This design comes from an exercise in tuning for small area, a short achievable clock period and few clock cycles per item on the open sky130 flow, not from production work. At most, simulation tests tie the RTL to the original design; equivalence was not proved. The RTL of run 2 was laid out without a check of its function.

==> design.v <==
`timescale 1ns / 1ps
module SHA256(
  input clk,
  input [2:0] P,
  input [255:0] passwd_hash,
  input [71:0] start,
  output [71:0] hash,
  output done
);
localparam [31:0] IV0 = 32'h6a09e667, IV1 = 32'hbb67ae85, IV2 = 32'h3c6ef372, IV3 = 32'ha54ff53a,
                  IV4 = 32'h510e527f, IV5 = 32'h9b05688c, IV6 = 32'h1f83d9ab, IV7 = 32'h5be0cd19;
localparam [1:0] S_LOAD = 2'd0, S_RUN = 2'd1, S_DONE = 2'd2;
localparam [2047:0] KT = {
  32'hc67178f2, 32'hbef9a3f7, 32'ha4506ceb, 32'h90befffa,
  32'h8cc70208, 32'h84c87814, 32'h78a5636f, 32'h748f82ee,
  32'h682e6ff3, 32'h5b9cca4f, 32'h4ed8aa4a, 32'h391c0cb3,
  32'h34b0bcb5, 32'h2748774c, 32'h1e376c08, 32'h19a4c116,
  32'h106aa070, 32'hf40e3585, 32'hd6990624, 32'hd192e819,
  32'hc76c51a3, 32'hc24b8b70, 32'ha81a664b, 32'ha2bfe8a1,
  32'h92722c85, 32'h81c2c92e, 32'h766a0abb, 32'h650a7354,
  32'h53380d13, 32'h4d2c6dfc, 32'h2e1b2138, 32'h27b70a85,
  32'h14292967, 32'h06ca6351, 32'hd5a79147, 32'hc6e00bf3,
  32'hbf597fc7, 32'hb00327c8, 32'ha831c66d, 32'h983e5152,
  32'h76f988da, 32'h5cb0a9dc, 32'h4a7484aa, 32'h2de92c6f,
  32'h240ca1cc, 32'h0fc19dc6, 32'hefbe4786, 32'he49b69c1,
  32'hc19bf174, 32'h9bdc06a7, 32'h80deb1fe, 32'h72be5d74,
  32'h550c7dc3, 32'h243185be, 32'h12835b01, 32'hd807aa98,
  32'hab1c5ed5, 32'h923f82a4, 32'h59f111f1, 32'h3956c25b,
  32'he9b5dba5, 32'hb5c0fbcf, 32'h71374491, 32'h428a2f98};
function eqsum(input [31:0] x, input [31:0] y, input [31:0] p);
  reg [31:0] cy;
  begin
    cy = (x & y) | ((x | y) & ~p);
    eqsum = ((x ^ y ^ p) == {cy[30:0], 1'b0});
  end
endfunction
function [35:0] incdig(input [35:0] x);
  integer k;
  reg cyin;
  begin
    cyin = 1'b1;
    for (k = 0; k < 9; k = k + 1) begin
      if (cyin) begin
        if (x[4*k +: 4] == 4'd9) incdig[4*k +: 4] = 4'd0;
        else begin incdig[4*k +: 4] = x[4*k +: 4] + 4'd1; cyin = 1'b0; end
      end else incdig[4*k +: 4] = x[4*k +: 4];
    end
  end
endfunction
reg [35:0] dig;            
reg [31:0] a, b, c, d, e, f, g, hk, kr;
reg [511:0] w;             
reg [6:0] n;               
reg [5:0] rc;              
reg mv;                    
reg [5:0] cr;              
reg ld;                    
reg run, dn, first, vok;
reg [7:0] hp;              
reg done_r;
assign done = done_r;
assign hash = {4'h3, dig[35:32], 4'h3, dig[31:28], 4'h3, dig[27:24], 4'h3, dig[23:20],
               4'h3, dig[19:16], 4'h3, dig[15:12], 4'h3, dig[11:8], 4'h3, dig[7:4],
               4'h3, dig[3:0]};
wire init = (P == 3'd0);
wire srch = (P == 3'd2);
wire lq = ld || (run && n == 7'd62 && !hite);
wire [35:0] nxt = first ? dig : incdig(dig);
wire [31:0] w0n = {4'h3, nxt[35:32], 4'h3, nxt[31:28], 4'h3, nxt[27:24], 4'h3, nxt[23:20]};
wire [31:0] w1n = {4'h3, nxt[19:16], 4'h3, nxt[15:12], 4'h3, nxt[11:8], 4'h3, nxt[7:4]};
wire [31:0] w2  = {4'h3, dig[3:0], 24'h800000};
wire [31:0] wm15 = w[31:0], wm14 = w[63:32], wm6 = w[319:288], wm1 = w[479:448];
wire [31:0] sg0 = {wm14[6:0], wm14[31:7]} ^ {wm14[17:0], wm14[31:18]} ^ (wm14 >> 3);
wire [31:0] sg1 = {wm1[16:0], wm1[31:17]} ^ {wm1[18:0], wm1[31:19]} ^ (wm1 >> 10);
wire [31:0] q1s = sg1 ^ wm6 ^ sg0;
wire [31:0] q1c = {(sg1[30:0] & wm6[30:0]) | (sg1[30:0] & sg0[30:0]) | (wm6[30:0] & sg0[30:0]), 1'b0};
wire [31:0] q2s = q1s ^ q1c ^ wm15;
wire [31:0] q2c = {(q1s[30:0] & q1c[30:0]) | (q1s[30:0] & wm15[30:0]) | (q1c[30:0] & wm15[30:0]), 1'b0};
wire [31:0] sch;
add32 u_sch (.x(q2s), .y(q2c), .s(sch));
reg [31:0] msg;
always @(*) begin
  case (n)
    7'd1: msg = w2;
    7'd14: msg = 32'h00000048;
    default: msg = 32'd0;
  endcase
end
wire [31:0] went = lq ? w1n : (n < 7'd15 ? msg : sch);
wire [31:0] wk = w[511:480];
wire [31:0] hs = g ^ kr ^ wk;
wire [31:0] hc = {(g[30:0] & kr[30:0]) | (g[30:0] & wk[30:0]) | (kr[30:0] & wk[30:0]), 1'b0};
wire [31:0] hk_sum;
add32 u_hk (.x(hs), .y(hc), .s(hk_sum));
wire [5:0] kn = mv ? (lq ? 6'd1 : n[5:0] + 6'd1) : n[5:0];
wire [31:0] hk_ld = {4'h0, nxt[35:32], 4'h0, nxt[31:28], 4'h0, nxt[27:24], 4'h0, nxt[23:20]} + 32'hce9b2ce1;
wire [31:0] S1 = {e[5:0], e[31:6]} ^ {e[10:0], e[31:11]} ^ {e[24:0], e[31:25]};
wire [31:0] S0 = {a[1:0], a[31:2]} ^ {a[12:0], a[31:13]} ^ {a[21:0], a[31:22]};
wire [31:0] ch = (e & f) ^ (~e & g);
wire [31:0] mj = (a & b) ^ (a & c) ^ (b & c);
wire [31:0] t1s = hk ^ S1 ^ ch;
wire [31:0] t1c = {(hk[30:0] & S1[30:0]) | (hk[30:0] & ch[30:0]) | (S1[30:0] & ch[30:0]), 1'b0};
wire [31:0] es = t1s ^ t1c ^ d;
wire [31:0] ec = {(t1s[30:0] & t1c[30:0]) | (t1s[30:0] & d[30:0]) | (t1c[30:0] & d[30:0]), 1'b0};
wire [31:0] e_new;
add32 u_e (.x(es), .y(ec), .s(e_new));
wire [31:0] x2s = t1s ^ t1c ^ S0;
wire [31:0] x2c = {(t1s[30:0] & t1c[30:0]) | (t1s[30:0] & S0[30:0]) | (t1c[30:0] & S0[30:0]), 1'b0};
wire [31:0] x3s = x2s ^ x2c ^ mj;
wire [31:0] x3c = {(x2s[30:0] & x2c[30:0]) | (x2s[30:0] & mj[30:0]) | (x2c[30:0] & mj[30:0]), 1'b0};
wire [31:0] a_new;
add32 u_a (.x(x3s), .y(x3c), .s(a_new));
reg [31:0] pa, pe, ia, ie;
always @(*) begin
  case (n[1:0])
    2'd1: begin pe = passwd_hash[31:0];  ie = IV7; pa = passwd_hash[255:224]; ia = IV0; end
    2'd2: begin pe = passwd_hash[63:32]; ie = IV6; pa = passwd_hash[159:128]; ia = IV3; end
    2'd3: begin pe = passwd_hash[95:64]; ie = IV5; pa = passwd_hash[191:160]; ia = IV2; end
    default: begin pe = passwd_hash[127:96]; ie = IV4; pa = passwd_hash[223:192]; ia = IV1; end
  endcase
end
wire [31:0] cya = (a & ia) | ((a | ia) & ~pa);
wire [31:0] ma = ~(a ^ ia ^ pa ^ {cya[30:0], 1'b0});
wire [31:0] zs = es ^ ec ^ ie;
wire [31:0] zc = {(es[30:0] & ec[30:0]) | (es[30:0] & ie[30:0]) | (ec[30:0] & ie[30:0]), 1'b0};
wire [31:0] cye = (zs & zc) | ((zs | zc) & ~pe);
wire [31:0] me = ~(zs ^ zc ^ pe ^ {cye[30:0], 1'b0});
wire hite = &hp[3:0];      
wire hita = &hp[7:4];      
always @(posedge clk) begin
  a <= lq ? IV0 : (mv ? a_new : d);
  b <= lq ? IV1 : a;
  c <= lq ? IV2 : b;
  d <= lq ? IV3 : c;
  e <= lq ? IV4 : (mv ? e_new : g);
  f <= lq ? IV5 : e;
  g <= lq ? IV6 : f;
  if (mv) hk <= lq ? hk_ld : hk_sum;
  kr <= KT[{kn, 5'd0} +: 32];
  w[511:480] <= mv ? went : w[31:0];
  w[479:448] <= lq ? w0n : w[511:480];
  w[447:0] <= w[479:32];
  if (mv) hp <= {&ma[31:24], &ma[23:16], &ma[15:8], &ma[7:0], &me[31:24], &me[23:16], &me[15:8], &me[7:0]};
  if (init) begin
    rc <= 6'd47;
    mv <= 1'b0;
    cr <= 6'd0;
    dig <= {start[67:64], start[59:56], start[51:48], start[43:40], start[35:32],
            start[27:24], start[19:16], start[11:8], start[3:0]};
    first <= 1'b1;
    n <= 7'd0;
    ld <= 1'b1;
    run <= 1'b0;
    dn <= 1'b0;
    done_r <= 1'b0;
  end else begin
    cr <= cr + {5'd0, srch} - {5'd0, mv};
    mv <= (mv || rc == 6'd47) && (srch || cr > {5'd0, mv});
    if (!mv) rc <= (rc == 6'd47) ? 6'd0 : rc + 6'd1;
    if (srch && (dn || (mv && run && n == 7'd66 && vok && hita))) done_r <= 1'b1;
    if (mv) begin
      if (lq) begin
        dig <= nxt;
        first <= 1'b0;
        n <= 7'd1;
        ld <= 1'b0;
        run <= 1'b1;
      end else if (run) begin
        n <= n + 7'd1;
        if (n == 7'd62) vok <= 1'b1;
        else if (n <= 7'd65) vok <= vok && hite && hita;
        if (n == 7'd66) begin
          run <= 1'b0;
          if (vok && hita) dn <= 1'b1;
          else begin
            ld <= 1'b1;
            n <= 7'd0;
          end
        end
      end
    end
  end
end
endmodule
module add32(
  input [31:0] x,
  input [31:0] y,
  output [31:0] s
);
wire [31:0] g0 = x & y;
wire [31:0] p0 = x ^ y;
wire [31:0] g1 = g0 | (32'haaaaaaaa & p0 & {g0[30], 1'b0, g0[28], 1'b0, g0[26], 1'b0, g0[24], 1'b0, g0[22], 1'b0, g0[20], 1'b0, g0[18], 1'b0, g0[16], 1'b0, g0[14], 1'b0, g0[12], 1'b0, g0[10], 1'b0, g0[8], 1'b0, g0[6], 1'b0, g0[4], 1'b0, g0[2], 1'b0, g0[0], 1'b0});
wire [31:0] p1 = p0 & (~32'haaaaaaaa | {p0[30], 1'b0, p0[28], 1'b0, p0[26], 1'b0, p0[24], 1'b0, p0[22], 1'b0, p0[20], 1'b0, p0[18], 1'b0, p0[16], 1'b0, p0[14], 1'b0, p0[12], 1'b0, p0[10], 1'b0, p0[8], 1'b0, p0[6], 1'b0, p0[4], 1'b0, p0[2], 1'b0, p0[0], 1'b0});
wire [31:0] g2 = g1 | (32'hcccccccc & p1 & {g1[29], g1[29], 1'b0, 1'b0, g1[25], g1[25], 1'b0, 1'b0, g1[21], g1[21], 1'b0, 1'b0, g1[17], g1[17], 1'b0, 1'b0, g1[13], g1[13], 1'b0, 1'b0, g1[9], g1[9], 1'b0, 1'b0, g1[5], g1[5], 1'b0, 1'b0, g1[1], g1[1], 1'b0, 1'b0});
wire [31:0] p2 = p1 & (~32'hcccccccc | {p1[29], p1[29], 1'b0, 1'b0, p1[25], p1[25], 1'b0, 1'b0, p1[21], p1[21], 1'b0, 1'b0, p1[17], p1[17], 1'b0, 1'b0, p1[13], p1[13], 1'b0, 1'b0, p1[9], p1[9], 1'b0, 1'b0, p1[5], p1[5], 1'b0, 1'b0, p1[1], p1[1], 1'b0, 1'b0});
wire [31:0] g3 = g2 | (32'hf0f0f0f0 & p2 & {g2[27], g2[27], g2[27], g2[27], 1'b0, 1'b0, 1'b0, 1'b0, g2[19], g2[19], g2[19], g2[19], 1'b0, 1'b0, 1'b0, 1'b0, g2[11], g2[11], g2[11], g2[11], 1'b0, 1'b0, 1'b0, 1'b0, g2[3], g2[3], g2[3], g2[3], 1'b0, 1'b0, 1'b0, 1'b0});
wire [31:0] p3 = p2 & (~32'hf0f0f0f0 | {p2[27], p2[27], p2[27], p2[27], 1'b0, 1'b0, 1'b0, 1'b0, p2[19], p2[19], p2[19], p2[19], 1'b0, 1'b0, 1'b0, 1'b0, p2[11], p2[11], p2[11], p2[11], 1'b0, 1'b0, 1'b0, 1'b0, p2[3], p2[3], p2[3], p2[3], 1'b0, 1'b0, 1'b0, 1'b0});
wire [31:0] g4 = g3 | (32'hff00ff00 & p3 & {g3[23], g3[23], g3[23], g3[23], g3[23], g3[23], g3[23], g3[23], 1'b0, 1'b0, 1'b0, 1'b0, 1'b0, 1'b0, 1'b0, 1'b0, g3[7], g3[7], g3[7], g3[7], g3[7], g3[7], g3[7], g3[7], 1'b0, 1'b0, 1'b0, 1'b0, 1'b0, 1'b0, 1'b0, 1'b0});
wire [31:0] p4 = p3 & (~32'hff00ff00 | {p3[23], p3[23], p3[23], p3[23], p3[23], p3[23], p3[23], p3[23], 1'b0, 1'b0, 1'b0, 1'b0, 1'b0, 1'b0, 1'b0, 1'b0, p3[7], p3[7], p3[7], p3[7], p3[7], p3[7], p3[7], p3[7], 1'b0, 1'b0, 1'b0, 1'b0, 1'b0, 1'b0, 1'b0, 1'b0});
wire [31:0] g5 = g4 | (32'hffff0000 & p4 & {g4[15], g4[15], g4[15], g4[15], g4[15], g4[15], g4[15], g4[15], g4[15], g4[15], g4[15], g4[15], g4[15], g4[15], g4[15], g4[15], 1'b0, 1'b0, 1'b0, 1'b0, 1'b0, 1'b0, 1'b0, 1'b0, 1'b0, 1'b0, 1'b0, 1'b0, 1'b0, 1'b0, 1'b0, 1'b0});
wire [31:0] p5 = p4 & (~32'hffff0000 | {p4[15], p4[15], p4[15], p4[15], p4[15], p4[15], p4[15], p4[15], p4[15], p4[15], p4[15], p4[15], p4[15], p4[15], p4[15], p4[15], 1'b0, 1'b0, 1'b0, 1'b0, 1'b0, 1'b0, 1'b0, 1'b0, 1'b0, 1'b0, 1'b0, 1'b0, 1'b0, 1'b0, 1'b0, 1'b0});
assign s = p0 ^ {g5[30:0], 1'b0};
endmodule
==> flow/run.sh <==
#!/bin/bash
# Standard ORFS layout, with repair_timing aiming for more setup slack than the clock needs,
# and clock tree synthesis without dummy loads.
set -euo pipefail
bash standard.sh SETUP_SLACK_MARGIN=10.3 "CTS_ARGS=-sink_clustering_enable -repair_clock_nets -dont_use_dummy_load" finish > standard.log 2>&1
==> standard.sh <==
#!/bin/bash
# synth_recipe.tcl (not shown) runs the flow's synth.tcl, then flattens the netlist and writes it again
# the make line also repeats each setting of config.mk as NAME=value (left out here)
make -C /OpenROAD-flow-scripts/flow DESIGN_CONFIG=/design/flow/config.mk WORK_HOME=/design/flow/orfs CLKGATE_MAP_FILE= SYNTH_SCRIPT=/design/flow/synth_recipe.tcl "${@:-finish}"
==> config.mk <==
export PLATFORM = sky130hd
export DESIGN_NAME = SHA256
export DESIGN_NICKNAME = SHA256
export VERILOG_FILES = /design/flow/design.v
export SDC_FILE = /design/flow/constraint.sdc
export NUM_CORES = 4
export LEC_CHECK = 0
export CAP_MARGIN = 20
export CORE_MARGIN = 2
export CORE_UTILIZATION = 50
export SLEW_MARGIN = 20
export SYNTH_HIERARCHICAL = 1
export SYNTH_MEMORY_MAX_BITS = 8192
==> constraint.sdc <==
create_clock -name core_clock -period 15.0 [get_ports {clk}]
set_input_delay 3.0000 -clock core_clock [delete_from_list [all_inputs] [get_ports {clk}]]
set_output_delay 3.0000 -clock core_clock [all_outputs]
set_load 0.01 [all_outputs]
==> flow_summary.ini, run 1 <==
[status]
status = no timing/DRC/antenna violations

[min_path]
hold_path.class = reg -> reg

[layout]
fin_area_um2 = 51900
fin_cells = 5645
multiInputGateArea_um2 = 24710
regArea_um2 = 18330
fin_nets = 5298
mostFrequentLayoutCells = dfxtp_1, clkdlybuf4s50_1, xnor2_1
max_flop_register = w
num-fill-cells = 7543
largest_register_ffs = 512
drive_gt1_frac = 0.1009
final_common_cell = dfxtp_1
top_regs = w: 512 flops, dig: 36 flops
syn_to_final_growth_pct = 16.61

[global_routing]
grt_start_max_net_pins = 147
first_global_vias = 30985
grt_pass1_wl_um = 203800
gr-total-overflow = 0
grt.total_usage = 0.3040
antenna_found_initial = 4

[setup_path]
critical_path.cell_chain = mux2_4, fa_2, inv_2, fa_1, inv_1, fa_1, ha_4, nand4_4, a2111oi_4, buf_4, a32oi_4, o21ai_4, and4_1, o21a_2, o21ai_2, a221oi_2, nand2_1, o211ai_1
cpPeakStageDelay_ps = 670
cpMostUsedCell = fa_1
crit_path_end_kind = flop
cp_max_fo = 3
critPathKind = reg -> reg
start_kind = flop
critPathRequiredTime_ps = 15530
crit_path_top_delay_cell = fa_2
critPathArrivalTime_ps = 5210

[sta]
finalWorstSetupSlack_ps = 10320
rsz0062_at_grt = true
min_period_ps = 4684
fin_skew_ps = 83.63
fmax_ghz = 0.2135
max_slew_margin = 0.3307
fin_setup_tns_ps = 0
fin_crit_sh = 0.3122
hold_viol = 0
tightestPinTransition_ps = 1004
drv_slew = 0
setup_viol = 0

[logic_synthesis]
synth_top_area_cell = dfxtp_1
synth_top_area_share = 0.3567
syn_area_per_cell_um2 = 10.59
async_reset_ff_frac = 0
synth_seq_cells = 870
yosysWarningCount = 7
synth.yosys.seq_area_share = 0.4087
ys.flop_type = dfxtp_1
syn_area_um2 = 44510
synth_area_leaders = dfxtp_1, fa_1, xnor2_1
syn_inst = 4204
ys_types = 105
synth-edff-count = 77

[route]
routedWlPerCell_um = 24.74
drt.antenna.violating_nets = 0
drtIter0Drc = 3256
drtPass1Iterations = 7
drc = 0
detail_route.wirelength_um = 139700
dr_total_vias = 31887
vias_per_cell = 5.649

[floorplan]
die_x_um = 302.3
io_pins = 405
die-area_um2 = 91410
core_region_area_um2 = 88240
rows = 109
start_util = 0.5044
dieHeight_um = 302.3

[cts]
cts_tree = yes
clock_path_buffers = 3
clockRootBuffer = clkbuf_16
postCtsHoldBufs = 0
numCtsBuffers = 91
clk_latency_ps = 670
clk_pin_slew_worst_paths_ps = 60
cts.sinks = 870
htree_levels = 3

[flow_run]
cap_violations = 0

[placed_design]
gp_congestion = 0.9449
hpwlAfterDp_um = 107000
dp_cells = 5500
place_area_um2 = 48420
numPortBuffers = 332
place_ws_ps = 9453
-- logic make-up after synthesis --
| group | share of synthesized area |
|---|---|
| AOI/OAI and AO/OA | 0.1248 |
| xor gates and xnor gates | 0.08895 |
| adders and majority gates | 0.1966 |
| buffers and inverters | 0.05364 |
| DFF | 0.4087 |
| muxes | 0.02426 |
| other | 0.0001687 |
| and+or+nand+nor | 0.1029 |
-- Yosys cell counts (13+ instances only) --
cell type and count:
buf_1 26, ha_1 173, clkbuf_1 147, nand3_1 50
nor3_1 38, a31oi_1 28, nand4_1 21, fa_1 313
mux2_2 31, edfxtp_1 77, a21oi_1 242, and3_1 30
dfxtp_1 793, a222oi_1 67, o21ai_2 17, and2_1 95
a21o_1 36, a211oi_1 17, inv_1 284, mux2i_1 73
buf_4 54, buf_2 33, nand2b_1 110, nor2b_1 13
xor2_1 138, maj3_1 32, nand2_1 221, xnor2_1 314
nor2_1 284, o211ai_1 31, o21ai_0 120, o21ai_1 17
-- stage by stage --
stage	utilization	hold WS [ps]
3_3_place_gp	0.5488	309.5
2_1_floorplan	-	309.6
6_report	0.5881	266.4
3_5_place_dp	0.5488	312.1
5_1_grt	0.5881	271.6
4_1_cts	0.5798	259.4
-- path summary, 6_finish.rpt --
kind,startpoint,to,slack (ps),cells after the start
worst min register to register,w[283]$_DFF_P_,w[251]$_DFF_P_,270,0
worst max-delay path,e[12]$_SDFF_PN1_,a[30]$_SDFF_PN1_,10320,18
worst min-delay path,w[283]$_DFF_P_,w[251]$_DFF_P_,270,0
worst max register to register,e[12]$_SDFF_PN1_,a[30]$_SDFF_PN1_,10320,18
-- what timing repair did --
item / in CTS / in global routing
setup buffers: 28 / 24
endpoints found under the setup margin: 72 / 58
gates resized for setup: 95 / 134
pin swaps: 21 / 70
-- routing by layer --
metal,vias to the layer above,global-route usage,part of all wire
li1,14628,-,-
met1,15765,0.4369,0.45
met2,1264,0.4661,0.44
met3,226,0.05566,0.075
met4,4,0.09323,0.033
met5,-,0,0.00021
-- worst max-delay path, delay by kind of cell, from the launching register on --
kind,cells,cell delay [ps]
AOI/OAI and AO/OA,7,1150
adders and majority gates,4,1970
buffers and inverters,3,320
DFF,1,370
muxes,1,310
and+or+nand+nor,3,460
-- area by class of cell --
class	instances	area share
multi-input combinational	2818	0.4761
timing repair buffer	413	0.07768
sequential	870	0.3533
inverter	286	0.02088
antenna	2	0.00009644
tap	1165	0.02809
clock buffer	91	0.04388
-- Yosys stat by module, one instance, submodules excluded --
module  flip-flops and latches  area (µm²)  times used  cells inside
add32                        0        1266           4           151
SHA256                     870       39440           1          3600
Testbench counts, summed over its fixed seeds: cycles 200,798, items 3,217.
==> run 2: changes to the inputs <==
--- a/design.v
+++ b/design.v
@@ -98,16 +98,18 @@
 wire [31:0] S0 = {a[1:0], a[31:2]} ^ {a[12:0], a[31:13]} ^ {a[21:0], a[31:22]};
 wire [31:0] ch = (e & f) ^ (~e & g);
 wire [31:0] mj = (a & b) ^ (a & c) ^ (b & c);
-wire [31:0] t1s = hk ^ S1 ^ ch;
-wire [31:0] t1c = {(hk[30:0] & S1[30:0]) | (hk[30:0] & ch[30:0]) | (S1[30:0] & ch[30:0]), 1'b0};
-wire [31:0] es = t1s ^ t1c ^ d;
-wire [31:0] ec = {(t1s[30:0] & t1c[30:0]) | (t1s[30:0] & d[30:0]) | (t1c[30:0] & d[30:0]), 1'b0};
+wire [31:0] u1s = hk ^ ch ^ d;
+wire [31:0] u1c = {(hk[30:0] & ch[30:0]) | (hk[30:0] & d[30:0]) | (ch[30:0] & d[30:0]), 1'b0};
+wire [31:0] es = u1s ^ u1c ^ S1;
+wire [31:0] ec = {(u1s[30:0] & u1c[30:0]) | (u1s[30:0] & S1[30:0]) | (u1c[30:0] & S1[30:0]), 1'b0};
 wire [31:0] e_new;
 add32 u_e (.x(es), .y(ec), .s(e_new));
-wire [31:0] x2s = t1s ^ t1c ^ S0;
-wire [31:0] x2c = {(t1s[30:0] & t1c[30:0]) | (t1s[30:0] & S0[30:0]) | (t1c[30:0] & S0[30:0]), 1'b0};
-wire [31:0] x3s = x2s ^ x2c ^ mj;
-wire [31:0] x3c = {(x2s[30:0] & x2c[30:0]) | (x2s[30:0] & mj[30:0]) | (x2c[30:0] & mj[30:0]), 1'b0};
+wire [31:0] v1s = hk ^ ch ^ mj;
+wire [31:0] v1c = {(hk[30:0] & ch[30:0]) | (hk[30:0] & mj[30:0]) | (ch[30:0] & mj[30:0]), 1'b0};
+wire [31:0] x2s = v1s ^ v1c ^ S1;
+wire [31:0] x2c = {(v1s[30:0] & v1c[30:0]) | (v1s[30:0] & S1[30:0]) | (v1c[30:0] & S1[30:0]), 1'b0};
+wire [31:0] x3s = x2s ^ x2c ^ S0;
+wire [31:0] x3c = {(x2s[30:0] & x2c[30:0]) | (x2s[30:0] & S0[30:0]) | (x2c[30:0] & S0[30:0]), 1'b0};
 wire [31:0] a_new;
 add32 u_a (.x(x3s), .y(x3c), .s(a_new));
 reg [31:0] pa, pe, ia, ie;
==> flow_summary.ini, run 2 <==
[setup_path]
crit_path_end_kind = flop
cp_max_fo = 1
critPathRequiredTime_ps = 15470
ff2ff_path_depth = 17
rr_endpoint = a[23]$_SDFF_PN0_
start_kind = input port
critPathArrivalTime_ps = 5190
r2r_setup_slack_ps = 10350
critPathKind = in -> reg
r2r-start = e[17]$_SDFF_PN1_

[floorplan]
io_pins = 405
core_region_area_um2 = 89740
start_util = 0.5028
dieHeight_um = 304.4
rows = 110
die-area_um2 = 92660
die_x_um = 304.4

[layout]
syn_to_final_growth_pct = 15.56
top_regs = w: 512 flops, dig: 36 flops
max_flop_register = w
mostFrequentLayoutCells = dfxtp_1, fa_1, xnor2_1
drive_gt1_frac = 0.08885
fin_nets = 5398
largest_register_ffs = 512
final_common_cell = dfxtp_1
fin_cells = 5726

[placed_design]
dp_cells = 5600
numPortBuffers = 332
hpwlAfterDp_um = 114200
gp_congestion = 0.9608

[cts]
clk_pin_slew_worst_paths_ps = 60
clock_path_buffers = 3
htree_levels = 3
clockRootBuffer = clkbuf_16
cts.sinks = 870
cts_tree = yes
postCtsHoldBufs = 0
clk_latency_ps = 670
numCtsBuffers = 90

[min_path]
hp-start = w[256]$_DFF_P_
min_to = w[224]$_DFF_P_
hold_path.class = reg -> reg
worstHoldPathCells = 0

[global_routing]
first_global_vias = 31450
grt_start_max_net_pins = 99
grt.total_usage = 0.3145
grt_pass1_wl_um = 213300
gr-total-overflow = 0
antenna_found_initial = 11

[route]
dr_total_vias = 31903
routedWlPerCell_um = 25.47
vias_per_cell = 5.572
drtPass1Iterations = 8
detail_route.wirelength_um = 145800
drtIter0Drc = 3305
drc = 0
drt.antenna.violating_nets = 0

[logic_synthesis]
yosysWarningCount = 7
synth.yosys.seq_area_share = 0.4031
ys.flop_type = dfxtp_1
synthMostInstantiatedCell = dfxtp_1
async_reset_ff_frac = 0
synth_seq_cells = 870
synth-edff-count = 77
synthTopCellsByCount = dfxtp_1, fa_1, xnor2_1, inv_1, nor2_1
synth_area_leaders = dfxtp_1, fa_1, xnor2_1
syn_area_per_cell_um2 = 10.51
synth_top_area_share = 0.3518
syn_area_um2 = 45120
synth_top_area_cell = dfxtp_1
syn_inst = 4295
ys_types = 94

[sta]
max_slew_margin = 0.2915
fin_skew_ps = 75.64
fin_crit_sh = 0.3146
fin_setup_tns_ps = 0
hold_viol = 0
setup_viol = 0
drv_slew = 0
tightestPinTransition_ps = 1063
fmax_ghz = 0.2119
min_period_ps = 4719
rsz0062_at_grt = true

[flow_run]
cap_violations = 0

[status]
status = no timing/DRC/antenna violations
==> run 2: cell families (layout without fill, tap and decap cells) <==
group / count (synthesis) / in the layout / share of synthesized area
other: 2 / 43 / 0.0001664
AOI/OAI and AO/OA: 781 / 781 / 0.1214
muxes: 110 / 110 / 0.02521
and+or+nand+nor: 940 / 940 / 0.1016
adders and majority gates: 547 / 547 / 0.2073
buffers and inverters: 588 / 802 / 0.05263
xor gates and xnor gates: 457 / 457 / 0.08871
DFF: 870 / 870 / 0.4031
==> run 2: routing by layer <==
layer	GRT usage	wire (µm)	vias up
met3	0.05237	10270	209
met5	0	21	-
li1	-	-	14856
met4	0.1086	5756	4
met1	0.4621	67470	15644
met2	0.4688	62310	1190
==> run 2: how the worst max path moves through the flow <==
stage,startpoint,to,slack (ps),cells past startpoint
finish,passwd_hash[36],hp[0]$_DFFE_PP_,10280,7
global route,a[1]$_SDFF_PN1_,a[23]$_SDFF_PN0_,10140,17
CTS,n[0]$_SDFFE_PP0P_,kr[9]$_DFF_P_,10250,15
detailed placement,P[1],dig[33]$_DFFE_PP_,9420,4
global placement,passwd_hash[70],hp[0]$_DFFE_PP_,9370,7
floorplan,passwd_hash[94],hp[3]$_DFFE_PP_,10340,8
==> run 2: repair_timing <==
| item | CTS | global route |
|---|---|---|
| setup buffers | 24 | 9 |
| pin swaps | 33 | 74 |
| setup endpoints to repair | 95 | 85 |
| resized for setup | 85 | 120 |
| gates cloned | 0 | 0 |
==> run 2: area by class of cell <==
| type | instances | area, µm² |
|---|---|---|
| Antenna cell | 3 | 7.507 |
| Tap cell | 1176 | 1471 |
| Multi-Input combinational cell | 2875 | 25090 |
| Timing Repair Buffer | 401 | 3835 |
| Fill cell | 7777 | 37590 |
| Inverter | 311 | 1176 |
| Clock buffer | 90 | 2252 |
| Sequential cell | 870 | 18310 |
==> run 2: metrics by stage <==
stage	hold slack (ps)	cell area, µm²	setup WS [ps]	util
finish	288.9	52140	10280	0.5811
global route	289.0	52140	10140	0.5810
CTS	276.3	51730	10250	0.5765
detailed placement	312.1	49180	9415	0.5481
global placement	309.5	49180	9371	0.5481
floorplan	309.6	45280	10340	-
==> run 2: Yosys stat by module, one instance, submodules excluded <==
module	cells inside	copies in the design
SHA256	3691	1
add32	151	4
==> run 2: worst max-delay path, stage by stage <==
cell             delay [ps]
clkdlybuf4s50_1         400
a222oi_1                580
a21oi_1                 220
fa_1                    590
xor2_1                  140
nand4_1                 110
nor2_2                  140

[port drivers added, routing unchanged]
The results above use ideal ports. As a check the final layouts listed here were re-extracted and re-timed, cells and wires unchanged. Step 1, drivers: a clkbuf_16 drives clk and a buf_2 each remaining input, both assumed. Step 2 adds t to the input delays and takes it off the output delays; t is the mean of the earliest and latest rising clock arrival at the registers after step 1. Input paths then give back, and output paths get back, about the clock's delay inside the block. Slacks: ideal / step 1 / step 2; pairs: ideal / step 1.
| run | t (ns) | setup slack, ns | worst slew at a driven data input, ns |
|---|---|---|---|
| run 1 | 0.704 | 10.316 / 10.297 / 9.690 | 0.11 |
| run 2 | 0.706 | 10.281 / 10.297 / 9.600 | 0.11 |
After both steps setup and hold are still met in every run listed. The setup slack of run 2, which loses most, moves by +0.016 ns with the drivers and by -0.681 ns with both steps.
